This is an optimization exercise on Yosys and OpenROAD, whose aim is small area, not a production implementation. Function was checked by simulation only, so behaviour that the tests miss may differ from the original. The clock port is modelled as an ideal driver; clocking choices that lean on that would not hold on a real chip.

`design/flow/flow/run.sh`:
```
#!/bin/bash
# Standard ORFS layout with four changes: ports are buffered with the smallest
# buffer, clock tree synthesis inserts no dummy loads, and after clock tree
# synthesis the clock buffers whose flip-flop clock pins see a slow slew are
# upsized (flow/post_cts.tcl); the output ports tied low share one tie cell
# (flow/post_floorplan.tcl).
set -euo pipefail
here=$(pwd)
bash standard.sh \
  BUFFER_PORTS_ARGS="-buffer_cell sky130_fd_sc_hd__buf_1" \
  CTS_ARGS="-sink_clustering_enable -repair_clock_nets -sink_clustering_size 16 -sink_clustering_max_diameter 60 -buf_list {sky130_fd_sc_hd__clkbuf_8} -dont_use_dummy_load" \
  POST_CTS_TCL="$here/flow/post_cts.tcl" \
  POST_FLOORPLAN_TCL="$here/flow/post_floorplan.tcl" \
  finish > flow_make.log 2>&1
```
`design/flow/flow/post_cts.tcl`:
```
# Upsize the clock buffers that drive flip-flop clock pins with a slow slew.
estimate_parasitics -placement
foreach pass {1 2 3} {
  set todo {}
  foreach p [get_pins -hierarchical */CLK] {
    if {[get_property $p slew_max] > 0.100} {
      set net [get_nets -of_objects $p]
      foreach d [get_pins -of_objects $net -filter "direction == output"] {
        lappend todo [get_full_name [get_cells -of_objects $d]]
      }
    }
  }
  set n 0
  foreach i [lsort -unique $todo] {
    set ref [get_property [get_cells $i] ref_name]
    set to ""
    if {$ref eq "sky130_fd_sc_hd__clkbuf_4"} { set to sky130_fd_sc_hd__clkbuf_8 }
    if {$ref eq "sky130_fd_sc_hd__clkbuf_8"} { set to sky130_fd_sc_hd__clkbuf_16 }
    if {$to ne ""} { replace_cell [get_cells $i] $to; incr n }
  }
  puts "post_cts pass $pass: upsized $n clock buffers"
  if {$n == 0} { break }
  estimate_parasitics -placement
}
detailed_placement
```
`design/flow/flow/post_floorplan.tcl`:
```
# The constant outputs: drive all output ports tied low from one tie cell
# instead of one tie cell per port. Here each such port is driven by a
# buffer fed by its own tie cell; feed all those buffers from the first tie
# cell (global placement later removes the buffers).
set block [ord::get_db_block]
set keep_net ""
set moved 0
foreach inst [$block getInsts] {
  if {[[$inst getMaster] getName] ne "sky130_fd_sc_hd__conb_1"} { continue }
  set hi [$inst findITerm HI]
  if {$hi ne "NULL" && [$hi getNet] ne "NULL"} { continue }
  set lo [$inst findITerm LO]
  set net [$lo getNet]
  if {$net eq "NULL"} { continue }
  if {[llength [$net getBTerms]] != 0} { continue }
  set its [$net getITerms]
  if {[llength $its] != 2} { continue }
  set load ""
  foreach it $its { if {[$it getInst] ne $inst} { set load $it } }
  if {$load eq ""} { continue }
  set buf [$load getInst]
  if {![string match "sky130_fd_sc_hd__buf_*" [[$buf getMaster] getName]]} { continue }
  set out [$buf findITerm X]
  if {$out eq "NULL" || [$out getNet] eq "NULL"} { continue }
  set onet [$out getNet]
  if {[llength [$onet getBTerms]] != 1 || [llength [$onet getITerms]] != 1} { continue }
  if {$keep_net eq ""} { set keep_net $net; continue }
  $load disconnect
  $load connect $keep_net
  odb::dbInst_destroy $inst
  odb::dbNet_destroy $net
  incr moved
}
puts "post_floorplan: moved $moved tied-low output ports onto one tie cell"
```
`design/flow/standard.sh`:
```
#!/bin/bash
# synth_recipe.tcl (not shown) runs the flow's synth.tcl, then flattens the netlist and writes it again
# the make line also repeats each setting of config.mk as NAME=value (left out here)
make -C /OpenROAD-flow-scripts/flow DESIGN_CONFIG=/design/flow/config.mk WORK_HOME=/design/flow/orfs CLKGATE_MAP_FILE= SYNTH_SCRIPT=/design/flow/synth_recipe.tcl "${@:-finish}"
```
`design/flow/config.mk`:
```
export PLATFORM = sky130hd
export DESIGN_NAME = sqrt
export DESIGN_NICKNAME = sqrt
export VERILOG_FILES = /design/flow/design.v
export SDC_FILE = /design/flow/constraint.sdc
export NUM_CORES = 4
export LEC_CHECK = 0
export CAP_MARGIN = 20
export CORE_MARGIN = 2
export CORE_UTILIZATION = 50
export CTS_BUF_LIST = sky130_fd_sc_hd__clkbuf_8
export CTS_CLUSTER_DIAMETER = 60
export CTS_CLUSTER_SIZE = 16
export SETUP_SLACK_MARGIN = 0.1
export SLEW_MARGIN = 20
export SYNTH_HIERARCHICAL = 1
export SYNTH_MINIMUM_KEEP_SIZE = 0
```
`design/flow/constraint.sdc`:
```
create_clock -name core_clock -period 15.0 [get_ports {CLK}]
set_input_delay 3.0000 -clock core_clock [delete_from_list [all_inputs] [get_ports {CLK}]]
set_output_delay 3.0000 -clock core_clock [all_outputs]
set_load 0.01 [all_outputs]
```
`design/flow/design.v`:
```
module sqrt(input RESET, PREVIOUS, NEXT,CLK, input [31:0] N , input [31:0] DELTA , output [63:0] m);
    reg        done;
    reg [31:0] s;
    reg [31:0] A;
    reg [31:0] B;
    reg        o;
    reg [31:0] nq;       
    reg        pcn;
    reg        p2n;
    reg        nz;       
    reg [30:0] dh;       
    reg [4:0]  it;
    reg [31:0] mr;
    assign m = {32'd0, mr};
    wire load   = PREVIOUS & NEXT;
    wire nxt    = NEXT & ~PREVIOUS;
    wire prv    = PREVIOUS & ~NEXT;
    wire active = load | ~done;
    wire [32:0] sum;
    wire [32:0] sk_c;
    assign sk_c[0] = 1'b0;
    genvar g;
    generate
        for (g = 0; g < 32; g = g + 1) begin : add_hl
            sqrt_fa u_fa (.a(A[g]), .b(B[g]), .c(sk_c[g]), .s(sum[g]), .co(sk_c[g+1]));
        end
    endgenerate
    assign sum[32] = sk_c[32];
    wire cy17 = sk_c[17];
    wire [31:0] c   = sum[32:1];
    wire [15:0] x   = c[15:0];
    wire [15:0] xn  = ~x;
    wire pp1;
    wire pp2;
    wire pp3;
    wire pp4;
    wire pp5;
    wire pp6;
    wire pp7;
    wire pp8;
    wire pp9;
    wire pp10;
    wire pp11;
    wire pp12;
    wire pp13;
    wire pp14;
    wire pp15;
    wire pp16;
    wire pp17;
    wire pp18;
    wire pp19;
    wire pp20;
    wire pp21;
    wire pp22;
    wire pp23;
    wire pp24;
    wire pp25;
    wire pp26;
    wire pp27;
    wire pp28;
    wire pp29;
    wire pp30;
    wire pp31;
    wire pp32;
    wire pp33;
    wire pp34;
    wire pp35;
    wire pp36;
    wire pp37;
    wire pp38;
    wire pp39;
    wire pp40;
    wire pp41;
    wire pp42;
    wire pp43;
    wire pp44;
    wire pp45;
    wire pp46;
    wire pp47;
    wire pp48;
    wire pp49;
    wire pp50;
    wire pp51;
    wire pp52;
    wire pp53;
    wire pp54;
    wire pp55;
    wire pp56;
    wire pp57;
    wire pp58;
    wire pp59;
    wire pp60;
    wire pp61;
    wire pp62;
    wire pp63;
    wire pp64;
    wire pp65;
    wire pp66;
    wire pp67;
    wire pp68;
    wire pp69;
    wire pp70;
    wire pp71;
    wire pp72;
    wire pp73;
    wire pp74;
    wire pp75;
    wire pp76;
    wire pp77;
    wire pp78;
    wire pp79;
    wire pp80;
    wire pp81;
    wire pp82;
    wire pp83;
    wire pp84;
    wire pp85;
    wire pp86;
    wire pp87;
    wire pp88;
    wire pp89;
    wire pp90;
    wire pp91;
    wire pp92;
    wire pp93;
    wire pp94;
    wire pp95;
    wire pp96;
    wire pp97;
    wire pp98;
    wire pp99;
    wire pp100;
    wire pp101;
    wire pp102;
    wire pp103;
    wire pp104;
    wire pp105;
    wire pp106;
    wire pp107;
    wire pp108;
    wire pp109;
    wire pp110;
    wire pp111;
    wire pp112;
    wire pp113;
    wire pp114;
    wire pp115;
    wire pp116;
    wire pp117;
    wire pp118;
    wire pp119;
    wire pp120;
    wire hs121;
    wire hc122;
    wire hs123;
    wire hc124;
    wire hs125;
    wire hc126;
    wire fs127;
    wire fc128;
    wire hs129;
    wire hc130;
    wire fs131;
    wire fc132;
    wire hs133;
    wire hc134;
    wire fs135;
    wire fc136;
    wire fs137;
    wire fc138;
    wire hs139;
    wire hc140;
    wire fs141;
    wire fc142;
    wire fs143;
    wire fc144;
    wire hs145;
    wire hc146;
    wire fs147;
    wire fc148;
    wire fs149;
    wire fc150;
    wire fs151;
    wire fc152;
    wire fs153;
    wire fc154;
    wire fs155;
    wire fc156;
    wire fs157;
    wire fc158;
    wire fs159;
    wire fc160;
    wire fs161;
    wire fc162;
    wire fs163;
    wire fc164;
    wire fs165;
    wire fc166;
    wire fs167;
    wire fc168;
    wire fs169;
    wire fc170;
    wire fs171;
    wire fc172;
    wire fs173;
    wire fc174;
    wire fs175;
    wire fc176;
    wire hs177;
    wire hc178;
    wire hs179;
    wire hc180;
    wire fs181;
    wire fc182;
    wire hs183;
    wire hc184;
    wire fs185;
    wire fc186;
    wire hs187;
    wire hc188;
    wire fs189;
    wire fc190;
    wire fs191;
    wire fc192;
    wire fs193;
    wire fc194;
    wire fs195;
    wire fc196;
    wire fs197;
    wire fc198;
    wire fs199;
    wire fc200;
    wire fs201;
    wire fc202;
    wire fs203;
    wire fc204;
    wire fs205;
    wire fc206;
    wire fs207;
    wire fc208;
    wire fs209;
    wire fc210;
    wire fs211;
    wire fc212;
    wire fs213;
    wire fc214;
    wire fs215;
    wire fc216;
    wire fs217;
    wire fc218;
    wire fs219;
    wire fc220;
    wire fs221;
    wire fc222;
    wire fs223;
    wire fc224;
    wire fs225;
    wire fc226;
    wire fs227;
    wire fc228;
    wire fs229;
    wire fc230;
    wire fs231;
    wire fc232;
    wire fs233;
    wire fc234;
    wire fs235;
    wire fc236;
    wire fs237;
    wire fc238;
    wire fs239;
    wire fc240;
    wire fs241;
    wire fc242;
    wire fs243;
    wire fc244;
    wire fs245;
    wire fc246;
    wire fs247;
    wire fc248;
    wire fs249;
    wire fc250;
    wire fs251;
    wire fc252;
    wire hs253;
    wire hc254;
    wire hs255;
    wire hc256;
    wire fs257;
    wire fc258;
    wire fs259;
    wire fc260;
    wire fs261;
    wire fc262;
    wire fs263;
    wire fc264;
    wire fs265;
    wire fc266;
    wire fs267;
    wire fc268;
    wire fs269;
    wire fc270;
    wire fs271;
    wire fc272;
    wire fs273;
    wire fc274;
    wire fs275;
    wire fc276;
    wire fs277;
    wire fc278;
    wire fs279;
    wire fc280;
    wire fs281;
    wire fc282;
    wire fs283;
    wire fc284;
    wire fs285;
    wire fc286;
    wire fs287;
    wire fc288;
    wire fs289;
    wire fc290;
    wire fs291;
    wire fc292;
    wire fs293;
    wire fc294;
    wire fs295;
    wire fc296;
    wire fs297;
    wire fc298;
    wire fs299;
    wire fc300;
    wire fs301;
    wire fc302;
    wire hs303;
    wire hc304;
    wire hs305;
    wire hc306;
    wire fs307;
    wire fc308;
    wire hs309;
    wire hc310;
    wire fs311;
    wire fc312;
    wire fs313;
    wire fc314;
    wire fs315;
    wire fc316;
    wire fs317;
    wire fc318;
    wire fs319;
    wire fc320;
    wire fs321;
    wire fc322;
    wire fs323;
    wire fc324;
    wire fs325;
    wire fc326;
    wire fs327;
    wire fc328;
    wire fs329;
    wire fc330;
    wire fs331;
    wire fc332;
    wire fs333;
    wire fc334;
    wire fs335;
    wire fc336;
    wire fs337;
    wire fc338;
    wire fs339;
    wire fc340;
    wire fs341;
    wire fc342;
    wire fs343;
    wire fc344;
    wire fs345;
    wire fc346;
    wire fs347;
    wire fc348;
    wire fs349;
    wire fc350;
    wire fs351;
    wire fc352;
    wire fs353;
    wire fc354;
    wire fs355;
    wire fc356;
    wire fs357;
    wire fc358;
    wire fs359;
    wire fc360;
    wire fs361;
    wire fc362;
    wire fs363;
    wire fc364;
    wire cc365;
    wire cc366;
    wire cc367;
    wire cc368;
    wire cc369;
    wire cc370;
    wire cc371;
    wire cc372;
    wire cc373;
    wire cc374;
    wire cc375;
    wire cc376;
    wire cc377;
    wire cc378;
    wire cc379;
    wire cc380;
    wire cc381;
    wire cc382;
    wire cc383;
    wire cc384;
    wire cc385;
    wire cc386;
    wire cc387;
    wire cc388;
    wire cc389;
    wire cc390;
    wire cc391;
    wire cc392;
    wire cc393;
    wire cc394;
    wire cc395;
    wire cc396;
    assign pp1 = ~(x[0] & x[1]);
    assign pp2 = ~(x[0] & x[2]);
    assign pp3 = ~(x[0] & x[3]);
    assign pp4 = ~(x[0] & x[4]);
    assign pp5 = ~(x[0] & x[5]);
    assign pp6 = ~(x[0] & x[6]);
    assign pp7 = ~(x[0] & x[7]);
    assign pp8 = ~(x[0] & x[8]);
    assign pp9 = ~(x[0] & x[9]);
    assign pp10 = ~(x[0] & x[10]);
    assign pp11 = ~(x[0] & x[11]);
    assign pp12 = ~(x[0] & x[12]);
    assign pp13 = ~(x[0] & x[13]);
    assign pp14 = ~(x[0] & x[14]);
    assign pp15 = ~(x[0] & x[15]);
    assign pp16 = ~(x[1] & x[2]);
    assign pp17 = ~(x[1] & x[3]);
    assign pp18 = ~(x[1] & x[4]);
    assign pp19 = ~(x[1] & x[5]);
    assign pp20 = ~(x[1] & x[6]);
    assign pp21 = ~(x[1] & x[7]);
    assign pp22 = ~(x[1] & x[8]);
    assign pp23 = ~(x[1] & x[9]);
    assign pp24 = ~(x[1] & x[10]);
    assign pp25 = ~(x[1] & x[11]);
    assign pp26 = ~(x[1] & x[12]);
    assign pp27 = ~(x[1] & x[13]);
    assign pp28 = ~(x[1] & x[14]);
    assign pp29 = ~(x[1] & x[15]);
    assign pp30 = ~(x[2] & x[3]);
    assign pp31 = ~(x[2] & x[4]);
    assign pp32 = ~(x[2] & x[5]);
    assign pp33 = ~(x[2] & x[6]);
    assign pp34 = ~(x[2] & x[7]);
    assign pp35 = ~(x[2] & x[8]);
    assign pp36 = ~(x[2] & x[9]);
    assign pp37 = ~(x[2] & x[10]);
    assign pp38 = ~(x[2] & x[11]);
    assign pp39 = ~(x[2] & x[12]);
    assign pp40 = ~(x[2] & x[13]);
    assign pp41 = ~(x[2] & x[14]);
    assign pp42 = ~(x[2] & x[15]);
    assign pp43 = ~(x[3] & x[4]);
    assign pp44 = ~(x[3] & x[5]);
    assign pp45 = ~(x[3] & x[6]);
    assign pp46 = ~(x[3] & x[7]);
    assign pp47 = ~(x[3] & x[8]);
    assign pp48 = ~(x[3] & x[9]);
    assign pp49 = ~(x[3] & x[10]);
    assign pp50 = ~(x[3] & x[11]);
    assign pp51 = ~(x[3] & x[12]);
    assign pp52 = ~(x[3] & x[13]);
    assign pp53 = ~(x[3] & x[14]);
    assign pp54 = ~(x[3] & x[15]);
    assign pp55 = ~(x[4] & x[5]);
    assign pp56 = ~(x[4] & x[6]);
    assign pp57 = ~(x[4] & x[7]);
    assign pp58 = ~(x[4] & x[8]);
    assign pp59 = ~(x[4] & x[9]);
    assign pp60 = ~(x[4] & x[10]);
    assign pp61 = ~(x[4] & x[11]);
    assign pp62 = ~(x[4] & x[12]);
    assign pp63 = ~(x[4] & x[13]);
    assign pp64 = ~(x[4] & x[14]);
    assign pp65 = ~(x[4] & x[15]);
    assign pp66 = ~(x[5] & x[6]);
    assign pp67 = ~(x[5] & x[7]);
    assign pp68 = ~(x[5] & x[8]);
    assign pp69 = ~(x[5] & x[9]);
    assign pp70 = ~(x[5] & x[10]);
    assign pp71 = ~(x[5] & x[11]);
    assign pp72 = ~(x[5] & x[12]);
    assign pp73 = ~(x[5] & x[13]);
    assign pp74 = ~(x[5] & x[14]);
    assign pp75 = ~(x[5] & x[15]);
    assign pp76 = ~(x[6] & x[7]);
    assign pp77 = ~(x[6] & x[8]);
    assign pp78 = ~(x[6] & x[9]);
    assign pp79 = ~(x[6] & x[10]);
    assign pp80 = ~(x[6] & x[11]);
    assign pp81 = ~(x[6] & x[12]);
    assign pp82 = ~(x[6] & x[13]);
    assign pp83 = ~(x[6] & x[14]);
    assign pp84 = ~(x[6] & x[15]);
    assign pp85 = ~(x[7] & x[8]);
    assign pp86 = ~(x[7] & x[9]);
    assign pp87 = ~(x[7] & x[10]);
    assign pp88 = ~(x[7] & x[11]);
    assign pp89 = ~(x[7] & x[12]);
    assign pp90 = ~(x[7] & x[13]);
    assign pp91 = ~(x[7] & x[14]);
    assign pp92 = ~(x[7] & x[15]);
    assign pp93 = ~(x[8] & x[9]);
    assign pp94 = ~(x[8] & x[10]);
    assign pp95 = ~(x[8] & x[11]);
    assign pp96 = ~(x[8] & x[12]);
    assign pp97 = ~(x[8] & x[13]);
    assign pp98 = ~(x[8] & x[14]);
    assign pp99 = ~(x[8] & x[15]);
    assign pp100 = ~(x[9] & x[10]);
    assign pp101 = ~(x[9] & x[11]);
    assign pp102 = ~(x[9] & x[12]);
    assign pp103 = ~(x[9] & x[13]);
    assign pp104 = ~(x[9] & x[14]);
    assign pp105 = ~(x[9] & x[15]);
    assign pp106 = ~(x[10] & x[11]);
    assign pp107 = ~(x[10] & x[12]);
    assign pp108 = ~(x[10] & x[13]);
    assign pp109 = ~(x[10] & x[14]);
    assign pp110 = ~(x[10] & x[15]);
    assign pp111 = ~(x[11] & x[12]);
    assign pp112 = ~(x[11] & x[13]);
    assign pp113 = ~(x[11] & x[14]);
    assign pp114 = ~(x[11] & x[15]);
    assign pp115 = ~(x[12] & x[13]);
    assign pp116 = ~(x[12] & x[14]);
    assign pp117 = ~(x[12] & x[15]);
    assign pp118 = ~(x[13] & x[14]);
    assign pp119 = ~(x[13] & x[15]);
    assign pp120 = ~(x[14] & x[15]);
    assign hs121 = ~(pp15 ^ pp28);
    assign hc122 = pp15 | pp28;
    assign hs123 = ~(pp9 ^ pp22);
    assign hc124 = pp9 | pp22;
    assign hs125 = ~(pp10 ^ pp23);
    assign hc126 = pp10 | pp23;
    sqrt_fa u_fs127 (.a(pp11), .b(pp24), .c(pp36), .s(fs127), .co(fc128));
    assign hs129 = ~(pp47 ^ pp57);
    assign hc130 = pp47 | pp57;
    sqrt_fa u_fs131 (.a(pp12), .b(pp25), .c(pp37), .s(fs131), .co(fc132));
    assign hs133 = ~(pp48 ^ pp58);
    assign hc134 = pp48 | pp58;
    sqrt_fa u_fs135 (.a(pp13), .b(pp26), .c(pp38), .s(fs135), .co(fc136));
    sqrt_fa u_fs137 (.a(pp49), .b(pp59), .c(pp68), .s(fs137), .co(fc138));
    assign hs139 = ~(pp76 ^ xn[7]);
    assign hc140 = pp76 | xn[7];
    sqrt_fa u_fs141 (.a(pp14), .b(pp27), .c(pp39), .s(fs141), .co(fc142));
    sqrt_fa u_fs143 (.a(pp50), .b(pp60), .c(pp69), .s(fs143), .co(fc144));
    assign hs145 = ~(pp77 ^ nq[15]);
    assign hc146 = pp77 | nq[15];
    sqrt_fa u_fs147 (.a(pp40), .b(pp51), .c(pp61), .s(fs147), .co(fc148));
    sqrt_fa u_fs149 (.a(pp70), .b(pp78), .c(pp85), .s(fs149), .co(fc150));
    sqrt_fa u_fs151 (.a(xn[8]), .b(nq[16]), .c(hs121), .s(fs151), .co(fc152));
    sqrt_fa u_fs153 (.a(pp29), .b(pp41), .c(pp52), .s(fs153), .co(fc154));
    sqrt_fa u_fs155 (.a(pp62), .b(pp71), .c(pp79), .s(fs155), .co(fc156));
    sqrt_fa u_fs157 (.a(pp86), .b(nq[17]), .c(hc122), .s(fs157), .co(fc158));
    sqrt_fa u_fs159 (.a(pp42), .b(pp53), .c(pp63), .s(fs159), .co(fc160));
    sqrt_fa u_fs161 (.a(pp72), .b(pp80), .c(pp87), .s(fs161), .co(fc162));
    sqrt_fa u_fs163 (.a(pp93), .b(xn[9]), .c(nq[18]), .s(fs163), .co(fc164));
    sqrt_fa u_fs165 (.a(pp54), .b(pp64), .c(pp73), .s(fs165), .co(fc166));
    sqrt_fa u_fs167 (.a(pp81), .b(pp88), .c(pp94), .s(fs167), .co(fc168));
    sqrt_fa u_fs169 (.a(pp65), .b(pp74), .c(pp82), .s(fs169), .co(fc170));
    sqrt_fa u_fs171 (.a(pp89), .b(pp95), .c(pp100), .s(fs171), .co(fc172));
    sqrt_fa u_fs173 (.a(pp75), .b(pp83), .c(pp90), .s(fs173), .co(fc174));
    sqrt_fa u_fs175 (.a(pp84), .b(pp91), .c(pp97), .s(fs175), .co(fc176));
    assign hs177 = ~(pp5 ^ pp18);
    assign hc178 = pp5 | pp18;
    assign hs179 = ~(pp6 ^ pp19);
    assign hc180 = pp6 | pp19;
    sqrt_fa u_fs181 (.a(pp7), .b(pp20), .c(pp32), .s(fs181), .co(fc182));
    assign hs183 = ~(pp43 ^ xn[4]);
    assign hc184 = pp43 | xn[4];
    sqrt_fa u_fs185 (.a(pp8), .b(pp21), .c(pp33), .s(fs185), .co(fc186));
    assign hs187 = ~(pp44 ^ nq[9]);
    assign hc188 = pp44 | nq[9];
    sqrt_fa u_fs189 (.a(pp34), .b(pp45), .c(pp55), .s(fs189), .co(fc190));
    sqrt_fa u_fs191 (.a(xn[5]), .b(nq[10]), .c(hs123), .s(fs191), .co(fc192));
    sqrt_fa u_fs193 (.a(pp35), .b(pp46), .c(pp56), .s(fs193), .co(fc194));
    sqrt_fa u_fs195 (.a(nq[11]), .b(hc124), .c(hs125), .s(fs195), .co(fc196));
    sqrt_fa u_fs197 (.a(pp66), .b(xn[6]), .c(nq[12]), .s(fs197), .co(fc198));
    sqrt_fa u_fs199 (.a(hc126), .b(fs127), .c(hs129), .s(fs199), .co(fc200));
    sqrt_fa u_fs201 (.a(pp67), .b(nq[13]), .c(fc128), .s(fs201), .co(fc202));
    sqrt_fa u_fs203 (.a(hc130), .b(fs131), .c(hs133), .s(fs203), .co(fc204));
    sqrt_fa u_fs205 (.a(nq[14]), .b(fc132), .c(hc134), .s(fs205), .co(fc206));
    sqrt_fa u_fs207 (.a(fs135), .b(fs137), .c(hs139), .s(fs207), .co(fc208));
    sqrt_fa u_fs209 (.a(fc136), .b(fc138), .c(hc140), .s(fs209), .co(fc210));
    sqrt_fa u_fs211 (.a(fs141), .b(fs143), .c(hs145), .s(fs211), .co(fc212));
    sqrt_fa u_fs213 (.a(fc142), .b(fc144), .c(hc146), .s(fs213), .co(fc214));
    sqrt_fa u_fs215 (.a(fs147), .b(fs149), .c(fs151), .s(fs215), .co(fc216));
    sqrt_fa u_fs217 (.a(fc148), .b(fc150), .c(fc152), .s(fs217), .co(fc218));
    sqrt_fa u_fs219 (.a(fs153), .b(fs155), .c(fs157), .s(fs219), .co(fc220));
    sqrt_fa u_fs221 (.a(fc154), .b(fc156), .c(fc158), .s(fs221), .co(fc222));
    sqrt_fa u_fs223 (.a(fs159), .b(fs161), .c(fs163), .s(fs223), .co(fc224));
    sqrt_fa u_fs225 (.a(nq[19]), .b(fc160), .c(fc162), .s(fs225), .co(fc226));
    sqrt_fa u_fs227 (.a(fc164), .b(fs165), .c(fs167), .s(fs227), .co(fc228));
    sqrt_fa u_fs229 (.a(xn[10]), .b(nq[20]), .c(fc166), .s(fs229), .co(fc230));
    sqrt_fa u_fs231 (.a(fc168), .b(fs169), .c(fs171), .s(fs231), .co(fc232));
    sqrt_fa u_fs233 (.a(pp96), .b(pp101), .c(nq[21]), .s(fs233), .co(fc234));
    sqrt_fa u_fs235 (.a(fc170), .b(fc172), .c(fs173), .s(fs235), .co(fc236));
    sqrt_fa u_fs237 (.a(pp102), .b(pp106), .c(xn[11]), .s(fs237), .co(fc238));
    sqrt_fa u_fs239 (.a(nq[22]), .b(fc174), .c(fs175), .s(fs239), .co(fc240));
    sqrt_fa u_fs241 (.a(pp92), .b(pp98), .c(pp103), .s(fs241), .co(fc242));
    sqrt_fa u_fs243 (.a(pp107), .b(nq[23]), .c(fc176), .s(fs243), .co(fc244));
    sqrt_fa u_fs245 (.a(pp99), .b(pp104), .c(pp108), .s(fs245), .co(fc246));
    sqrt_fa u_fs247 (.a(pp111), .b(xn[12]), .c(nq[24]), .s(fs247), .co(fc248));
    sqrt_fa u_fs249 (.a(pp105), .b(pp109), .c(pp112), .s(fs249), .co(fc250));
    sqrt_fa u_fs251 (.a(pp110), .b(pp113), .c(pp115), .s(fs251), .co(fc252));
    assign hs253 = ~(pp3 ^ pp16);
    assign hc254 = pp3 | pp16;
    assign hs255 = ~(pp4 ^ pp17);
    assign hc256 = pp4 | pp17;
    sqrt_fa u_fs257 (.a(pp30), .b(xn[3]), .c(nq[6]), .s(fs257), .co(fc258));
    sqrt_fa u_fs259 (.a(pp31), .b(nq[7]), .c(hc178), .s(fs259), .co(fc260));
    sqrt_fa u_fs261 (.a(nq[8]), .b(hc180), .c(fs181), .s(fs261), .co(fc262));
    sqrt_fa u_fs263 (.a(fc182), .b(hc184), .c(fs185), .s(fs263), .co(fc264));
    sqrt_fa u_fs265 (.a(fc186), .b(hc188), .c(fs189), .s(fs265), .co(fc266));
    sqrt_fa u_fs267 (.a(fc190), .b(fc192), .c(fs193), .s(fs267), .co(fc268));
    sqrt_fa u_fs269 (.a(fc194), .b(fc196), .c(fs197), .s(fs269), .co(fc270));
    sqrt_fa u_fs271 (.a(fc198), .b(fc200), .c(fs201), .s(fs271), .co(fc272));
    sqrt_fa u_fs273 (.a(fc202), .b(fc204), .c(fs205), .s(fs273), .co(fc274));
    sqrt_fa u_fs275 (.a(fc206), .b(fc208), .c(fs209), .s(fs275), .co(fc276));
    sqrt_fa u_fs277 (.a(fc210), .b(fc212), .c(fs213), .s(fs277), .co(fc278));
    sqrt_fa u_fs279 (.a(fc214), .b(fc216), .c(fs217), .s(fs279), .co(fc280));
    sqrt_fa u_fs281 (.a(fc218), .b(fc220), .c(fs221), .s(fs281), .co(fc282));
    sqrt_fa u_fs283 (.a(fc222), .b(fc224), .c(fs225), .s(fs283), .co(fc284));
    sqrt_fa u_fs285 (.a(fc226), .b(fc228), .c(fs229), .s(fs285), .co(fc286));
    sqrt_fa u_fs287 (.a(fc230), .b(fc232), .c(fs233), .s(fs287), .co(fc288));
    sqrt_fa u_fs289 (.a(fc234), .b(fc236), .c(fs237), .s(fs289), .co(fc290));
    sqrt_fa u_fs291 (.a(fc238), .b(fc240), .c(fs241), .s(fs291), .co(fc292));
    sqrt_fa u_fs293 (.a(fc242), .b(fc244), .c(fs245), .s(fs293), .co(fc294));
    sqrt_fa u_fs295 (.a(nq[25]), .b(fc246), .c(fc248), .s(fs295), .co(fc296));
    sqrt_fa u_fs297 (.a(xn[13]), .b(nq[26]), .c(fc250), .s(fs297), .co(fc298));
    sqrt_fa u_fs299 (.a(pp114), .b(pp116), .c(nq[27]), .s(fs299), .co(fc300));
    sqrt_fa u_fs301 (.a(pp117), .b(pp118), .c(xn[14]), .s(fs301), .co(fc302));
    assign hs303 = ~(xn[0] ^ nq[0]);
    assign hc304 = xn[0] | nq[0];
    assign hs305 = ~(nq[1] ^ p2n);
    assign hc306 = nq[1] | p2n;
    sqrt_fa u_fs307 (.a(pp1), .b(xn[1]), .c(nq[2]), .s(fs307), .co(fc308));
    assign hs309 = ~(pp2 ^ nq[3]);
    assign hc310 = pp2 | nq[3];
    sqrt_fa u_fs311 (.a(xn[2]), .b(nq[4]), .c(hs253), .s(fs311), .co(fc312));
    sqrt_fa u_fs313 (.a(nq[5]), .b(hc254), .c(hs255), .s(fs313), .co(fc314));
    sqrt_fa u_fs315 (.a(hs177), .b(hc256), .c(fs257), .s(fs315), .co(fc316));
    sqrt_fa u_fs317 (.a(hs179), .b(fc258), .c(fs259), .s(fs317), .co(fc318));
    sqrt_fa u_fs319 (.a(hs183), .b(fc260), .c(fs261), .s(fs319), .co(fc320));
    sqrt_fa u_fs321 (.a(hs187), .b(fc262), .c(fs263), .s(fs321), .co(fc322));
    sqrt_fa u_fs323 (.a(fs191), .b(fc264), .c(fs265), .s(fs323), .co(fc324));
    sqrt_fa u_fs325 (.a(fs195), .b(fc266), .c(fs267), .s(fs325), .co(fc326));
    sqrt_fa u_fs327 (.a(fs199), .b(fc268), .c(fs269), .s(fs327), .co(fc328));
    sqrt_fa u_fs329 (.a(fs203), .b(fc270), .c(fs271), .s(fs329), .co(fc330));
    sqrt_fa u_fs331 (.a(fs207), .b(fc272), .c(fs273), .s(fs331), .co(fc332));
    sqrt_fa u_fs333 (.a(fs211), .b(fc274), .c(fs275), .s(fs333), .co(fc334));
    sqrt_fa u_fs335 (.a(fs215), .b(fc276), .c(fs277), .s(fs335), .co(fc336));
    sqrt_fa u_fs337 (.a(fs219), .b(fc278), .c(fs279), .s(fs337), .co(fc338));
    sqrt_fa u_fs339 (.a(fs223), .b(fc280), .c(fs281), .s(fs339), .co(fc340));
    sqrt_fa u_fs341 (.a(fs227), .b(fc282), .c(fs283), .s(fs341), .co(fc342));
    sqrt_fa u_fs343 (.a(fs231), .b(fc284), .c(fs285), .s(fs343), .co(fc344));
    sqrt_fa u_fs345 (.a(fs235), .b(fc286), .c(fs287), .s(fs345), .co(fc346));
    sqrt_fa u_fs347 (.a(fs239), .b(fc288), .c(fs289), .s(fs347), .co(fc348));
    sqrt_fa u_fs349 (.a(fs243), .b(fc290), .c(fs291), .s(fs349), .co(fc350));
    sqrt_fa u_fs351 (.a(fs247), .b(fc292), .c(fs293), .s(fs351), .co(fc352));
    sqrt_fa u_fs353 (.a(fs249), .b(fc294), .c(fs295), .s(fs353), .co(fc354));
    sqrt_fa u_fs355 (.a(fs251), .b(fc296), .c(fs297), .s(fs355), .co(fc356));
    sqrt_fa u_fs357 (.a(fc252), .b(fc298), .c(fs299), .s(fs357), .co(fc358));
    sqrt_fa u_fs359 (.a(nq[28]), .b(fc300), .c(fs301), .s(fs359), .co(fc360));
    sqrt_fa u_fs361 (.a(pp119), .b(nq[29]), .c(fc302), .s(fs361), .co(fc362));
    sqrt_fa u_fs363 (.a(pp120), .b(xn[15]), .c(nq[30]), .s(fs363), .co(fc364));
    assign cc365 = pcn | hs303;
    assign cc366 = (hc304 & hs305) | (hc304 & cc365) | (hs305 & cc365);
    assign cc367 = (hc306 & fs307) | (hc306 & cc366) | (fs307 & cc366);
    assign cc368 = (fc308 & hs309) | (fc308 & cc367) | (hs309 & cc367);
    assign cc369 = (hc310 & fs311) | (hc310 & cc368) | (fs311 & cc368);
    assign cc370 = (fc312 & fs313) | (fc312 & cc369) | (fs313 & cc369);
    assign cc371 = (fc314 & fs315) | (fc314 & cc370) | (fs315 & cc370);
    assign cc372 = (fc316 & fs317) | (fc316 & cc371) | (fs317 & cc371);
    assign cc373 = (fc318 & fs319) | (fc318 & cc372) | (fs319 & cc372);
    assign cc374 = (fc320 & fs321) | (fc320 & cc373) | (fs321 & cc373);
    assign cc375 = (fc322 & fs323) | (fc322 & cc374) | (fs323 & cc374);
    assign cc376 = (fc324 & fs325) | (fc324 & cc375) | (fs325 & cc375);
    assign cc377 = (fc326 & fs327) | (fc326 & cc376) | (fs327 & cc376);
    assign cc378 = (fc328 & fs329) | (fc328 & cc377) | (fs329 & cc377);
    assign cc379 = (fc330 & fs331) | (fc330 & cc378) | (fs331 & cc378);
    assign cc380 = (fc332 & fs333) | (fc332 & cc379) | (fs333 & cc379);
    assign cc381 = (fc334 & fs335) | (fc334 & cc380) | (fs335 & cc380);
    assign cc382 = (fc336 & fs337) | (fc336 & cc381) | (fs337 & cc381);
    assign cc383 = (fc338 & fs339) | (fc338 & cc382) | (fs339 & cc382);
    assign cc384 = (fc340 & fs341) | (fc340 & cc383) | (fs341 & cc383);
    assign cc385 = (fc342 & fs343) | (fc342 & cc384) | (fs343 & cc384);
    assign cc386 = (fc344 & fs345) | (fc344 & cc385) | (fs345 & cc385);
    assign cc387 = (fc346 & fs347) | (fc346 & cc386) | (fs347 & cc386);
    assign cc388 = (fc348 & fs349) | (fc348 & cc387) | (fs349 & cc387);
    assign cc389 = (fc350 & fs351) | (fc350 & cc388) | (fs351 & cc388);
    assign cc390 = (fc352 & fs353) | (fc352 & cc389) | (fs353 & cc389);
    assign cc391 = (fc354 & fs355) | (fc354 & cc390) | (fs355 & cc390);
    assign cc392 = (fc356 & fs357) | (fc356 & cc391) | (fs357 & cc391);
    assign cc393 = (fc358 & fs359) | (fc358 & cc392) | (fs359 & cc392);
    assign cc394 = (fc360 & fs361) | (fc360 & cc393) | (fs361 & cc393);
    assign cc395 = (fc362 & fs363) | (fc362 & cc394) | (fs363 & cc394);
    assign cc396 = (nq[31] & fc364) | (nq[31] & cc395) | (fc364 & cc395);
    wire big = (|A[31:17]) | (|B[31:17]) | cy17;
    wire gt  = big | ((~(cc396)) & ~nz);
    wire [31:0] dpre  = load ? DELTA : {1'b0, dh};
    wire [31:0] duse  = RESET ? 32'd1 : {1'b0, dpre[31:1]};
    wire [4:0] itpre = load ? 5'd0 : it;
    reg  [31:0] sw;
    reg         p1, z1;
    integer i;
    always @* begin
        sw[0] = N[0] ^ load;
        p1 = 1'b1;
        z1 = 1'b1;
        for (i = 1; i < 32; i = i + 1) begin
            sw[i] = N[i] ^ ((nxt & p1) | ((prv | (load & ~N[0])) & z1));
            p1 = p1 & N[i];
            z1 = z1 & ~N[i];
        end
    end
    wire [31:0] b = load ? u : RESET ? 32'd1 : s;
    localparam K = 22;
    wire [31:0] a;
    wire [32:0] a_c;
    wire [31:0] dx = duse ^ {32{~nxt}};
    wire [31:K] t;
    wire [32:K] t_c;
    wire [32:K] t_p;
    assign a_c[0] = ~nxt;
    generate
        for (g = 0; g < K; g = g + 1) begin : add_a
            sqrt_fa u_fa (.a(b[g]), .b(dx[g]), .c(a_c[g]), .s(a[g]), .co(a_c[g+1]));
        end
        sqrt_ha u_ha (.a(b[K]), .b(dx[K]), .s(t[K]), .co(t_c[K+1]));
        for (g = K + 1; g < 32; g = g + 1) begin : add_t
            sqrt_fa u_fa (.a(b[g]), .b(dx[g]), .c(t_c[g]), .s(t[g]), .co(t_c[g+1]));
        end
        assign t_p[K] = 1'b1;
        for (g = K; g < 32; g = g + 1) begin : inc_t
            assign a[g]     = t[g] ^ (a_c[K] & t_p[g]);
            assign t_p[g+1] = t_p[g] & t[g];
        end
    endgenerate
    reg [31:0] u;
    reg        q0;
    integer j;
    always @* begin
        u[0] = N[0] ^ nxt;
        q0 = (nxt & N[0]) | load;
        for (j = 1; j < 32; j = j + 1) begin
            u[j] = N[j] ^ q0;
            q0 = q0 & N[j];
        end
    end
    always @(posedge CLK) begin
        nq <= u;
        pcn <= ~prv;
        p2n <= ~load;
        nz <= (prv & ~|N) | (load & q0);
        dh <= dpre[31:1];
        it <= itpre + 5'd1;
        if (NEXT | PREVIOUS) begin
            s  <= sw;
        end
        if (active) begin
            done <= RESET | (itpre == 5'd17);
            mr   <= RESET ? 32'd1 : c;
            if (NEXT | PREVIOUS) begin
                A <= a;
                B <= b;
                o <= nxt;
            end else if (gt == o) begin
                A <= c;
            end else begin
                B <= c;
            end
        end
    end
endmodule
module sqrt_fa(input a, b, c, output s, co);
    assign s  = a ^ b ^ c;
    assign co = (a & b) | (a & c) | (b & c);
endmodule
module sqrt_ha(input a, b, output s, co);
    assign s  = a ^ b;
    assign co = a & b;
endmodule
```
==> impl_metrics.tcl, run 1 <==
set metrics [dict create \
    fin_cells 1784 \
    synth_common_cells "nand2_1 (358), fa_1 (169), edfxtp_1 (130)" \
    drive_gt1_share_pct 4.27 \
    drv_slew 0 \
    synth_area_leaders "edfxtp_1 (28%), fa_1 (24%), dfxtp_1 (9.9%)" \
    netlist_instances 1370 \
    status "finished clean" \
    hold_viol 0 \
    fmax_mhz 71.1 \
    dieArea_um2 29600 \
    ys_seq_elements 200 \
    insertion_delay_ns 0.49 \
    finalNetCount 1695 \
    dp_hpwl_mm 26.7 \
    arrival_ns 14.31 \
    ys_seq_area_share_pct 37.5 \
    syn_area_per_cell_um2 10.3 \
    detail-route-antenna-nets 0 \
    setup_violations 0 \
    syn_to_final_growth_pct 5.79 \
    grt_pass1_vias 9613 \
    syn_area_um2 14100 \
    die_h_um 172 \
    path_common_cell "fa_1" \
    port_buffers 98 \
    vias 9704 \
    timing.final.crit_share_pct 93.7 \
    cp_slowest_cell "fa_1" \
    cts_tree "yes" \
    grt_usage_pct 24.9 \
    first_pass_iters 5 \
    synth-edff-count 130 \
    max_slew_margin_pct 31.4 \
    worstPathMaxFanout 7 \
    startpoint_type "input pin" \
    hold_path_class "flop to flop" \
    place.gp.congestion 0.917 \
    wl_mm 34.9 \
    use_met1_pct 37.0 \
    grt_max_degree 82 \
    async_flop_share_pct 0 \
    clkTransAtPathRegs_ns 0.09 \
    synth_top_area_share_pct 27.6 \
    worst_slew_pin_slew_ns 1.03 \
    grt_util_met2_pct 38.3 \
    initial_core_util_pct 50.9 \
    criticalPathCategory "input pin to flop" \
    grt_pass1_wl_mm 54.7 \
    yosys.cell_types.count 64 \
    crit_path_end_kind "flop" \
    antenna_found_initial 3 \
    cap_violations 0 \
    placed_cells 1766 \
    skew_ns 0.0300 \
    required_ns 15.25 \
    n_fill_cell 2545 \
    drt-initial-drc-count 783 \
    multi_input_area_um2 8140 \
    core_um2 27800 \
    vias_per_cell 5.44 \
    synth_flop_cell "edfxtp_1" \
    row_count 61 \
    setup_tns_ns 0 \
    regArea_um2 5310 \
    slowest_delay_ns 0.45 \
    rsz0062_at_grt "no" \
    drc 0 \
    period_needed_ns 14.06 \
    die_w_um 172 \
    cts_sinks 200 \
    synth_top_area_cell "edfxtp_1" \
    grt_use_met3_pct 4.17 \
    yosysMostFrequentCell "nand2_1" \
    top_level_ports 132 \
    yosys_warnings 7 \
    grt_remaining_overflow 0 \
    post_drt_wl_per_cell_um 19.6 \
    gr-max-usage-layer "met2" \
]
## modules after synthesis, one instance, submodules excluded
module / cells inside / flip-flops and latches / copies in the design / cell area, um^2
sqrt_fa: 1 / 0 / 169 / 20.0
sqrt_ha: 1 / 0 / 1 / 12.5
sqrt: 1200 / 200 / 1 / 10700
## cell families (layout without fill, tap and decap cells)
family / count (synthesis) / count (layout) / share of synthesized area, %
and+or+nand+nor: 594 / 594 / 18.7
adders and majority gates: 224 / 224 / 28.7
DFF: 200 / 200 / 37.5
buffers and inverters: 157 / 191 / 5.02
AOI/OAI and AO/OA: 122 / 122 / 5.47
xor gates and xnor gates: 70 / 70 / 4.34
muxes: 2 / 2 / 0.230
other: 1 / 3 / 0.0265
## stage by stage
step	instance area [um^2]	hold slack, ns	util [%]	worst slack (ns)
2_1_floorplan	14300	0.378	-	1.44
3_3_place_gp	14700	0.389	52.8	0.597
3_5_place_dp	14700	0.398	52.8	0.513
5_1_grt	15000	0.444	53.8	0.622
6_report	15000	0.418	53.8	0.945
## final timing paths
| path | from | to | slack, ns | cells after the start |
|---|---|---|---|---|
| worst max register to register | A[0]$_DFFE_PP_ | B[30]$_DFFE_PP_ | 1.09 | 34 |
| worst min register to register | it[0]$_DFF_P_ | it[0]$_DFF_P_ | 0.42 | 1 |
| worst max-delay path | NEXT | A[30]$_DFFE_PP_ | 0.94 | 33 |
| worst min-delay path | it[0]$_DFF_P_ | it[0]$_DFF_P_ | 0.42 | 1 |
## worst max-delay path: cells and delay by family
kind	cells	cell delay, ns
buf+inv	1	0.23
simple gates	7	1.36
fa+ha+maj	23	9.31
compound gates	2	0.39
## cell type report
cell class	count	share of cell area, %
inverters	55	1.40
diodes	1	0.0167
clock buffers	17	1.94
flip-flops and latches	200	35.5
multi-input cells	1014	54.4
repair buffers	119	3.61
well taps	378	3.16
## metal layers
metal	vias up	wire length, um	share of wire (%)
met5	-	16	0.046
met4	2	482	1.4
met3	31	2550	7.3
met2	338	15500	44
met1	4760	16400	47
li1	4573	-	-
## sequential cells by signal, indices dropped and copies added (netlist names)
| name | flops |
|---|---|
| A | 32 |
| B | 32 |
| mr | 32 |
| nq | 32 |
| s | 32 |
| dh | 30 |
| it | 5 |
| done | 1 |
| nz | 1 |
| o | 1 |
| p2n | 1 |
| pcn | 1 |
## placed cells by master (no fill, tap or decap), types with 3 or more instances in the layout
| master | count |
|---|---|
| nand4_1 | 7 |
| clkbuf_16 | 5 |
| ha_1 | 51 |
| o21ai_0 | 26 |
| o31ai_1 | 3 |
| a21oi_1 | 20 |
| buf_1 | 97 |
| and4_1 | 4 |
| nor4_1 | 12 |
| nand2b_1 | 3 |
| nand2_1 | 356 |
| and2_1 | 14 |
| maj3_1 | 4 |
| dfxtp_1 | 70 |
| nand3_1 | 40 |
| o22a_1 | 3 |
| inv_1 | 49 |
| o22ai_1 | 9 |
| xor2_1 | 20 |
| nor2_1 | 84 |
| and3_1 | 8 |
| buf_4 | 20 |
| clkinv_1 | 3 |
| nor3_1 | 13 |
| nor4b_1 | 3 |
| xnor2_1 | 50 |
| or3_1 | 6 |
| nand3b_1 | 4 |
| a22oi_1 | 5 |
| or2_2 | 4 |
| clkbuf_8 | 12 |
| fa_1 | 169 |
| a41oi_1 | 4 |
| a31oi_1 | 34 |
| nor2b_1 | 23 |
| edfxtp_1 | 130 |
==> run 2, diff against run 1 <==
--- a/design/flow/design.v
+++ b/design/flow/design.v
@@ -17,11 +17,11 @@
     wire prv    = PREVIOUS & ~NEXT;
     wire active = load | ~done;
     wire [32:0] sum;
-    wire [32:0] sk_c;
-    assign sk_c[0] = 1'b0;
+    wire [32:1] sk_c;
     genvar g;
     generate
-        for (g = 0; g < 32; g = g + 1) begin : add_hl
+        sqrt_ha u_ha0 (.a(A[0]), .b(B[0]), .s(sum[0]), .co(sk_c[1]));
+        for (g = 1; g < 32; g = g + 1) begin : add_hl
             sqrt_fa u_fa (.a(A[g]), .b(B[g]), .c(sk_c[g]), .s(sum[g]), .co(sk_c[g+1]));
         end
     endgenerate
==> run 2 against run 1 <==
  * First-iteration DRC count increased by 3.8%
  * Setup slack got worse by 0.17 ns
  * Sequential share of layout area increased by 0.068 points
  * Non-clock buffer count decreased by 2
  * Die area about the same
  * Worst hold slack got worse by 0.0011 ns
  * Still clean on timing, DRC and antenna
  * Maximum frequency decreased by 1.2%
  * Clock skew increased by 0.0014 ns
  * Count of clock-buffer cells in the layout unchanged
==> impl_metrics.tcl, run 2 <==
set metrics [dict create \
    whs_path_depth 1 \
    slowest_delay_ns 0.46 \
    grt_remaining_overflow 0 \
    r2r-start "A[0]$_DFFE_PP_" \
    rsz0062_at_grt "no" \
    syn_area_um2 14100 \
    dp_hpwl_mm 27.0 \
    path_buf_inv 1 \
    worstPathMaxFanout 7 \
    drt-initial-drc-count 813 \
    ys_seq_elements 200 \
    worst_slew_pin_slew_ns 1.02 \
    yosys.cell_types.count 64 \
    timing.hold.ws_ns 0.417 \
    ys_seq_area_share_pct 37.5 \
    insertion_delay_ns 0.49 \
    synth-edff-count 130 \
    dieArea_um2 29600 \
    cp_slowest_cell "fa_1" \
    placed_area_um2 14600 \
    vias 9841 \
    post_drt_wl_per_cell_um 19.8 \
    synth_top_area_share_pct 27.6 \
    hold_viol 0 \
    reg2reg_depth 34 \
    crit_path_end_kind "flop" \
    port_buffers 98 \
    rrSetupSlack_ns 1.19 \
    max_slew_margin_pct 32.0 \
    cts_tree "yes" \
    drive_gt1_share_pct 4.14 \
    layout_commonest_cell "nand2_1" \
    syn_area_per_cell_um2 10.3 \
    diodes 0 \
    hold_path_class "flop to flop" \
    top_level_ports 132 \
    setup_tns_ns 0 \
    status "finished clean" \
    core_um2 27800 \
    wl_mm 35.3 \
    period_needed_ns 14.22 \
    timing.final.crit_share_pct 94.8 \
    finalNetCount 1692 \
    clkTransAtPathRegs_ns 0.09 \
    layout_common_cells "nand2_1 (356), fa_1 (168), edfxtp_1 (130)" \
    synth_common_cells "nand2_1 (358), fa_1 (168), edfxtp_1 (130)" \
    skew_ns 0.0314 \
    cp_top_family "adder cells" \
    synth_top_area_cell "edfxtp_1" \
    netlist_instances 1370 \
    setup_violations 0 \
    required_ns 15.24 \
    place.gp.congestion 0.861 \
    cts_sinks 200 \
    syn_to_final_growth_pct 5.64 \
    startpoint_type "input pin" \
    fmax_mhz 70.3 \
    drv_slew 0 \
    antenna_found_initial 1 \
    grt_max_degree 82 \
    yosys_warnings 7 \
    grt_pass1_vias 9667 \
    criticalPathCategory "input pin to flop" \
    drc 0 \
    grt_usage_pct 25.1 \
    die_w_um 172 \
    synth_area_leaders "edfxtp_1 (28%), fa_1 (24%), dfxtp_1 (9.9%)" \
    post-place-ws_ns 0.394 \
    first_pass_iters 5 \
    design_area_um2 14900 \
    arrival_ns 14.47 \
    min-delay-start "it[0]$_DFF_P_" \
    async_flop_share_pct 0 \
    timing.rr.end "B[30]$_DFFE_PP_" \
    hold_path_end "it[0]$_DFF_P_" \
    worst_slack_ns 0.776 \
    die_h_um 172 \
    vias_per_cell 5.53 \
    initial_core_util_pct 50.9 \
    synth_flop_cell "edfxtp_1" \
    detail-route-antenna-nets 0 \
    grt_pass1_wl_mm 54.7 \
    row_count 61 \
    cap_violations 0 \
    path_common_cell "fa_1" \
    yosysMostFrequentCell "nand2_1" \
]
-- run 2: cell count changes after synthesis --
cell  previous run  this run
fa_1           169       168
ha_1            51        52
-- run 2: worst register-to-register path, delay by kind of cell (launching register included) --
family                   cells  cell delay [ns]
AO/OA/AOI/OAI                1             0.06
AND/OR/NAND/NOR              1             0.20
flip-flops                   1             0.37
adder cells (fa/ha/maj)     32            12.87
-- run 2: Yosys stat by module (local to each module, per instance) --
module | cell area (um^2) | copies in the design | cells
sqrt_ha | 12.5 | 2 | 1
sqrt | 10700 | 1 | 1200
sqrt_fa | 20.0 | 168 | 1
-- run 2: logic make-up after synthesis --
| family | synth area share (%) |
|---|---|
| xor+xnor | 4.34 |
| mux | 0.230 |
| fa+ha+maj | 28.7 |
| compound gates | 5.47 |
| other cells | 0.0265 |
| buf+inv | 5.02 |
| flops | 37.5 |
| simple gates | 18.7 |
-- run 2: worst max path at each step --
stage / from / to / slack (ns) / cells after the start
global route: NEXT / A[30]$_DFFE_PP_ / 0.43 / 33
floorplan: PREVIOUS / A[31]$_DFFE_PP_ / 1.44 / 35
finish: NEXT / A[30]$_DFFE_PP_ / 0.78 / 33
detailed placement: NEXT / A[30]$_DFFE_PP_ / 0.39 / 33
global placement: NEXT / A[30]$_DFFE_PP_ / 0.47 / 33
-- run 2: cell type report --
cell class                 instances  area (um^2)
clock buffer                      17          290
fill                            2547        12900
inverter                          55          209
multi-input combinational       1013         8130
sequential                       200         5310
tap                              378          473
timing repair buffer             117          524
-- run 2: per-layer routing --
metal | wire length (um) | vias to the layer above | part of all wire (%) | global-route usage [%]
li1 | - | 4570 | - | -
met1 | 16400 | 4820 | 47 | 37.9
met2 | 15700 | 410 | 44 | 38.5
met3 | 2610 | 39 | 7.4 | 3.80
met4 | 546 | 2 | 1.5 | 5.44
met5 | 16 | - | 0.045 | 0
-- run 2: per-stage QoR --
stage	utilization [%]	cells
floorplan	-	1401
global placement	52.7	1763
detailed placement	52.7	1763
global route	53.7	1780
finish	53.7	1780
==> run 3, diff against run 2 <==
--- a/design/flow/design.v
+++ b/design/flow/design.v
@@ -9,7 +9,7 @@
     reg        p2n;
     reg        nz;       
     reg [30:0] dh;       
-    reg [4:0]  it;
+    reg [4:0]  it;       
     reg [31:0] mr;
     assign m = {32'd0, mr};
     wire load   = PREVIOUS & NEXT;
@@ -20,7 +20,8 @@
     wire [32:1] sk_c;
     genvar g;
     generate
-        sqrt_ha u_ha0 (.a(A[0]), .b(B[0]), .s(sum[0]), .co(sk_c[1]));
+        assign sum[0]  = 1'b0;    
+        assign sk_c[1] = A[0] & B[0];
         for (g = 1; g < 32; g = g + 1) begin : add_hl
             sqrt_fa u_fa (.a(A[g]), .b(B[g]), .c(sk_c[g]), .s(sum[g]), .co(sk_c[g+1]));
         end
@@ -720,7 +721,7 @@
     wire gt  = big | ((~(cc396)) & ~nz);
     wire [31:0] dpre  = load ? DELTA : {1'b0, dh};
     wire [31:0] duse  = RESET ? 32'd1 : {1'b0, dpre[31:1]};
-    wire [4:0] itpre = load ? 5'd0 : it;
+    wire [4:0] itpre = load ? 5'd1 : it;
     reg  [31:0] sw;
     reg         p1, z1;
     integer i;
@@ -774,12 +775,12 @@
         p2n <= ~load;
         nz <= (prv & ~|N) | (load & q0);
         dh <= dpre[31:1];
-        it <= itpre + 5'd1;
+        it <= {itpre[3:0], itpre[4] ^ itpre[2]};
         if (NEXT | PREVIOUS) begin
             s  <= sw;
         end
         if (active) begin
-            done <= RESET | (itpre == 5'd17);
+            done <= RESET | (itpre == 5'b10001);    
             mr   <= RESET ? 32'd1 : c;
             if (NEXT | PREVIOUS) begin
                 A <= a;
==> run 3 against run 2 <==
  * First-iteration DRC count rose by 3.3%
  * Clock skew fell by 0.0060 ns
  * Sequential share of layout area rose by 0.16 points
  * Critical path depth is the same
  * Critical endpoint unchanged
  * Worst hold slack improved by 0.038 ns
==> impl_metrics.tcl, run 3 <==
set metrics [dict create \
    status "finished clean" \
    crit_path_end_kind "flop" \
    worst_slew_pin_slew_ns 0.996 \
    drive_gt1_share_pct 4.10 \
    grt_remaining_overflow 0 \
    cp_top_family "adder cells" \
    layout_common_cells "nand2_1 (354), fa_1 (168), edfxtp_1 (130)" \
    grt_pass1_vias 9646 \
    async_flop_share_pct 0 \
    criticalPathCategory "input pin to flop" \
    yosysMostFrequentCell "nand2_1" \
    ys_seq_elements 200 \
    grt_usage_pct 25.0 \
    syn_area_per_cell_um2 10.4 \
    drt-initial-drc-count 840 \
    syn_area_um2 14100 \
    placed_cells 1751 \
    synth-edff-count 130 \
    synth_top_area_cell "edfxtp_1" \
    hold_viol 0 \
    insertion_delay_ns 0.49 \
    path_common_cell "fa_1" \
    core_um2 27800 \
    layout_commonest_cell "nand2_1" \
    max_slew_margin_pct 32.6 \
    reg2reg_depth 34 \
    syn_to_final_growth_pct 5.58 \
    clkTransAtPathRegs_ns 0.09 \
    synth_top_area_share_pct 27.7 \
    vias_per_cell 5.47 \
    cts_tree "yes" \
    initial_core_util_pct 50.7 \
    arrival_ns 14.25 \
    drv_slew 0 \
    n_fill_cell 2621 \
    netlist_instances 1358 \
    first_pass_iters 5 \
    path_buf_inv 1 \
    grt_max_degree 114 \
    required_ns 15.25 \
    dp_hpwl_mm 26.8 \
    port_buffers 98 \
    antenna_found_initial 3 \
    skew_ns 0.0254 \
    rrSetupSlack_ns 1.41 \
    hold_path_class "flop to flop" \
    synth_flop_cell "edfxtp_1" \
    fin_cells 1772 \
    wl_mm 35.2 \
    drc 0 \
    cts_sinks 200 \
    r2r-start "A[0]$_DFFE_PP_" \
    hold_path_end "dh[3]$_DFF_P_" \
    dieArea_um2 29500 \
    die_w_um 172 \
    detail-route-antenna-nets 0 \
    cap_violations 0 \
    finalNetCount 1678 \
    setup_tns_ns 0 \
    synth_area_leaders "edfxtp_1 (28%), fa_1 (24%), dfxtp_1 (10%)" \
    timing.rr.end "B[30]$_DFFE_PP_" \
    cp_slowest_cell "fa_1" \
    die_h_um 172 \
    yosys_warnings 7 \
    setup_violations 0 \
    timing.final.crit_share_pct 93.3 \
    whs_path_depth 2 \
    vias 9684 \
    top_level_ports 132 \
    post_drt_wl_per_cell_um 19.9 \
    multi_input_area_um2 8100 \
    ys_seq_area_share_pct 37.7 \
    rsz0062_at_grt "no" \
    worstPathMaxFanout 7 \
    grt_pass1_wl_mm 54.6 \
    period_needed_ns 14.00 \
    synth_common_cells "nand2_1 (356), fa_1 (168), edfxtp_1 (130)" \
    min-delay-start "dh[4]$_DFF_P_" \
    fmax_mhz 71.4 \
    startpoint_type "input pin" \
    yosys.cell_types.count 66 \
    place.gp.congestion 0.862 \
    regArea_um2 5310 \
    slowest_delay_ns 0.45 \
    row_count 61 \
]
==> run 3: logic make-up after synthesis <==
kind of cell             count (synthesis)  synth area share, %
AO/OA/AOI/OAI                          122                 5.64
XOR/XNOR                                68                 4.23
adder cells (fa/ha/maj)                221                 28.5
buffers and inverters                  150                 4.93
flip-flops                             200                 37.7
multiplexers                             2                0.142
other                                    1               0.0266
AND/OR/NAND/NOR                        594                 18.8
==> run 3: worst max path at each step <==
stage	from	cells after the start	slack (ns)	to
after floorplan	A[0]$_DFFE_PP_	31	1.11	B[0]$_DFFE_PP_
after global placement	NEXT	33	0.65	A[30]$_DFFE_PP_
after detailed placement	NEXT	33	0.59	A[30]$_DFFE_PP_
after global routing	NEXT	33	0.65	A[31]$_DFFE_PP_
final	NEXT	33	1.0	A[30]$_DFFE_PP_
==> run 3: worst min-delay path, cell delays in order, from the launching register on <==
cell and delay [ns]:
dfxtp_1 0.30, nand2_1 0.05, nand2_1 0.06
==> run 3: metrics by stage <==
| step | hold WS (ns) | instance area, um^2 | utilization (%) | worst slack, ns |
|---|---|---|---|---|
| 6_report | 0.455 | 14900 | 53.5 | 0.999 |
| 5_1_grt | 0.460 | 14900 | 53.5 | 0.646 |
| 3_3_place_gp | 0.416 | 14600 | 52.4 | 0.651 |
| 3_5_place_dp | 0.431 | 14600 | 52.4 | 0.589 |
| 2_1_floorplan | 0.411 | 14200 | - | 1.11 |
==> run 3: area by class of cell <==
class                           instances  area share [%]
Antenna cell                            3          0.0505
Timing Repair Buffer                  113            3.40
Tap cell                              378            3.18
Multi-Input combinational cell       1008            54.5
Clock buffer                           17            1.80
Sequential cell                       200            35.7
Inverter                               53            1.36
==> run 3: per-layer routing <==
| layer | vias up | global-route usage (%) | routed length (um) |
|---|---|---|---|
| met1 | 4791 | 36.5 | 16300 |
| met4 | 4 | 5.59 | 472 |
| li1 | 4564 | - | - |
| met3 | 36 | 6.19 | 2580 |
| met5 | - | 0 | 27 |
| met2 | 289 | 38.0 | 15800 |
==> run 3: per-module statistics from Yosys, one instance, submodules excluded <==
module | flops+latches | times used | cells | cell area [um^2]
sqrt | 200 | 1 | 1189 | 10700
sqrt_ha | 0 | 1 | 1 | 12.5
sqrt_fa | 0 | 168 | 1 | 20.0
==> run 4, diff against run 3 <==
==> design/flow/flow/run.sh (replaced) <==
#!/bin/bash
# Standard ORFS layout with these changes:
#  - synthesis is the standard synthesis (synth_recipe.tcl), except that its
#    final ABC mapping uses flow/abc_area.script (area-oriented, no buffering);
#  - ports are buffered with the smallest buffer;
#  - clock tree synthesis inserts no dummy loads, and afterwards the clock
#    buffers whose flip-flop clock pins see a slow slew are upsized
#    (flow/post_cts.tcl);
#  - the output ports tied low share one tie cell (flow/post_floorplan.tcl).
set -euo pipefail
here=$(pwd)
cat > "$here/synth_abc.tcl" <<EOT
proc abc {args} {
  set i [lsearch -exact \$args -script]
  if {\$i >= 0} { lset args [expr {\$i + 1}] $here/flow/abc_area.script }
  yosys abc {*}\$args
}
source $here/synth_recipe.tcl
EOT
bash standard.sh \
  SYNTH_SCRIPT="$here/synth_abc.tcl" \
  BUFFER_PORTS_ARGS="-buffer_cell sky130_fd_sc_hd__buf_1" \
  CTS_ARGS="-sink_clustering_enable -repair_clock_nets -sink_clustering_size 16 -sink_clustering_max_diameter 60 -buf_list {sky130_fd_sc_hd__clkbuf_8} -dont_use_dummy_load" \
  POST_CTS_TCL="$here/flow/post_cts.tcl" \
  POST_FLOORPLAN_TCL="$here/flow/post_floorplan.tcl" \
  finish > flow_make.log 2>&1
==> design/flow/flow/abc_area.script (new file) <==
&get -n
&st
&dch
&nf
&st
&syn2
&if -g -K 6
&synch2
&nf
&st
&syn2
&if -g -K 6
&synch2
&nf
&st
&dch -f
&nf -a
&put
topo
stime -c
==> run 4 against run 3 <==
  * Non-clock buffer count increased by 3
  * Sequential share of layout area rose by 0.64 points
  * Synthesized area decreased by 3.4%
  * Still clean on timing, DRC and antenna
  * Register-to-register slack got worse by 0.12 ns
  * Synthesized cell count decreased by 7.5%
  * Worst hold slack got worse by 0.011 ns
  * Largest cell class unchanged
  * Clock skew decreased by 0.0016 ns
==> impl_metrics.tcl, run 4 <==
set metrics [dict create \
    status "finished clean" \
    core_um2 26800 \
    yosys.area_share.adder_pct 29.2 \
    timing.rr.end "B[30]$_DFFE_PP_" \
    layout_common_cells "nor2_1 (273), fa_1 (168), nand2_1 (158)" \
    crit_path_start "PREVIOUS" \
    worst_slew_pin_slew_ns 0.971 \
    yosys.area_share.simple_pct 16.4 \
    synth_top_area_cell "edfxtp_1" \
    dp_hpwl_mm 24.8 \
    fmax_mhz 72.2 \
    grt_pass1_vias 9655 \
    synth_mux_area_share_pct 0.0736 \
    drt-initial-drc-count 649 \
    synth_compound_area_share_pct 7.65 \
    period_needed_ns 13.85 \
    synthXorXnorAreaFrac_pct 4.38 \
    vias_per_cell 5.50 \
    rrSetupSlack_ns 1.29 \
    ys_seq_elements 200 \
    initial_core_util_pct 50.7 \
    yosys_warnings 7 \
    reg2reg_depth 34 \
    drv_slew 0 \
    post_drt_wl_per_cell_um 19.7 \
    worst_slack_ns 1.15 \
    whs_path_depth 1 \
    synth_flop_cell "edfxtp_1" \
    synth-edff-count 130 \
    worstPathMaxFanout 7 \
    finalNetCount 1644 \
    setup_tns_ns 0 \
    syn_area_um2 13600 \
    fin_cells 1700 \
    min-delay-start "it[0]$_DFF_P_" \
    grt_usage_pct 24.7 \
    first_pass_iters 5 \
    criticalPathCategory "input pin to flop" \
    startpoint_type "input pin" \
    timing.hold.ws_ns 0.444 \
    drive_gt1_share_pct 3.24 \
    placed_cells 1681 \
    r2r-start "B[0]$_DFFE_PP_" \
    path_buf_inv 2 \
    cp.depth 35 \
    row_count 60 \
    async_flop_share_pct 0 \
    clkTransAtPathRegs_ns 0.09 \
    required_ns 15.20 \
    ys_seq_area_share_pct 39.0 \
    hold_path_class "flop to flop" \
    arrival_ns 14.05 \
    top_level_ports 132 \
    skew_ns 0.0238 \
    yosys.cell_types.count 47 \
    post-place-ws_ns 0.699 \
    cp_top_family "adder cells" \
    utilization_pct 54.5 \
    cap_violations 0 \
    path_common_cell "fa_1" \
    max_slew_margin_pct 35.0 \
    placed_area_um2 14300 \
    port_buffers 98 \
    wl_mm 33.5 \
    synth_top_family_by_area "adder cells" \
    cp_slowest_cell "fa_1" \
    timing.final.crit_share_pct 92.3 \
    syn_area_per_cell_um2 10.8 \
    crit_path_end_kind "flop" \
    antenna_found_initial 0 \
    die_w_um 169 \
    netlist_instances 1256 \
    grt_pass1_wl_mm 53.5 \
    synth_common_cells "nor2_1 (274), fa_1 (168), nand2_1 (160)" \
    synth_top_area_share_pct 28.7 \
    design_area_um2 14600 \
    layout_commonest_cell "nor2_1" \
    place.gp.congestion 0.853 \
    syn_to_final_growth_pct 7.36 \
    cts_sinks 200 \
    hold_viol 0 \
    slowest_delay_ns 0.45 \
    die_h_um 169 \
    cts_tree "yes" \
    insertion_delay_ns 0.49 \
    rsz0062_at_grt "no" \
    dieArea_um2 28500 \
    grt_max_degree 75 \
    yosysMostFrequentCell "nor2_1" \
    detail-route-antenna-nets 0 \
    synth_area_leaders "edfxtp_1 (29%), fa_1 (25%), dfxtp_1 (10%)" \
    grt_remaining_overflow 0 \
    drc 0 \
    setup_violations 0 \
    vias 9354 \
    hold_path_end "it[1]$_DFF_P_" \
]
==> run 4: area by class of cell <==
type                            instances  area (um^2)
Timing Repair Buffer                  116          504
Multi-Input combinational cell        971         7880
Sequential cell                       200         5310
Fill cell                            2395        12200
Inverter                               53          199
Tap cell                              341          427
Antenna cell                            2         5.00
Clock buffer                           17          279
==> run 4: kinds of logic (layout without fill, tap and decap cells) <==
family | Yosys count | count (layout)
simple gates | 535 | 535
fa+ha+maj | 217 | 217
flops | 200 | 200
compound gates | 149 | 149
buf+inv | 85 | 186
xor+xnor | 68 | 68
other cells | 1 | 3
mux | 1 | 1
==> run 4: worst max-delay path by stage <==
stage                      end  slack (ns)
2_1_floorplan  A[31]$_DFFE_PP_        0.28
3_3_place_gp   A[31]$_DFFE_PP_        0.76
3_5_place_dp   A[31]$_DFFE_PP_        0.70
5_1_grt        A[31]$_DFFE_PP_        0.69
6_report       A[31]$_DFFE_PP_        1.15
==> run 4: routing by layer <==
layer | track usage [%] | routed length (um) | vias up
met1 | 35.1 | 15300 | 4673
met5 | 0 | 0 | -
met4 | 6.11 | 471 | 0
met2 | 40.1 | 15900 | 268
met3 | 3.97 | 1840 | 33
li1 | - | - | 4380
==> run 4: modules after synthesis, one instance, submodules excluded <==
module	area, um^2	flip-flops and latches
sqrt	10200	200
sqrt_ha	12.5	0
sqrt_fa	20.0	0

==> separate check: timing with driven ports <==
No port has a modelled driver above. Below, the same layouts with a new extraction and two added sets of constraints.
Step 1 sets driving cells, clkbuf_16 on the clock port and buf_2 on the other inputs (assumed; they add their load-dependent delay and slew).
Step 2, shift: input delay + t, output delay - t, t = (earliest + latest rising clock arrival at the registers) / 2. This alone moves slack from input paths to output paths.
a / b / c = no drivers / after step 1 / after step 2; a / b = the first two.
| run | shift t [ns] | setup slack, ns | worst hold slack (ns) | clock arrival spread, ns | slew at the worst register clock pin (ns) |
|---|---|---|---|---|---|
| run 1 | 0.517 | 0.945 / 0.966 / 0.449 | 0.418 / 0.418 / 0.418 | 0.030 / 0.030 | 0.09 / 0.09 |
| run 2 | 0.514 | 0.776 / 0.793 / 0.279 | 0.417 / 0.417 / 0.417 | 0.032 / 0.032 | 0.09 / 0.09 |
| run 3 | 0.524 | 0.999 / 1.023 / 0.499 | 0.455 / 0.455 / 0.455 | 0.026 / 0.026 | 0.10 / 0.10 |
| run 4 | 0.523 | 1.153 / 1.179 / 0.656 | 0.444 / 0.444 / 0.444 | 0.024 / 0.024 | 0.10 / 0.10 |
After both steps setup and hold are still met in every run listed. The setup slack of run 3, which loses most, moves by +0.024 ns with the drivers and by -0.500 ns with both steps.
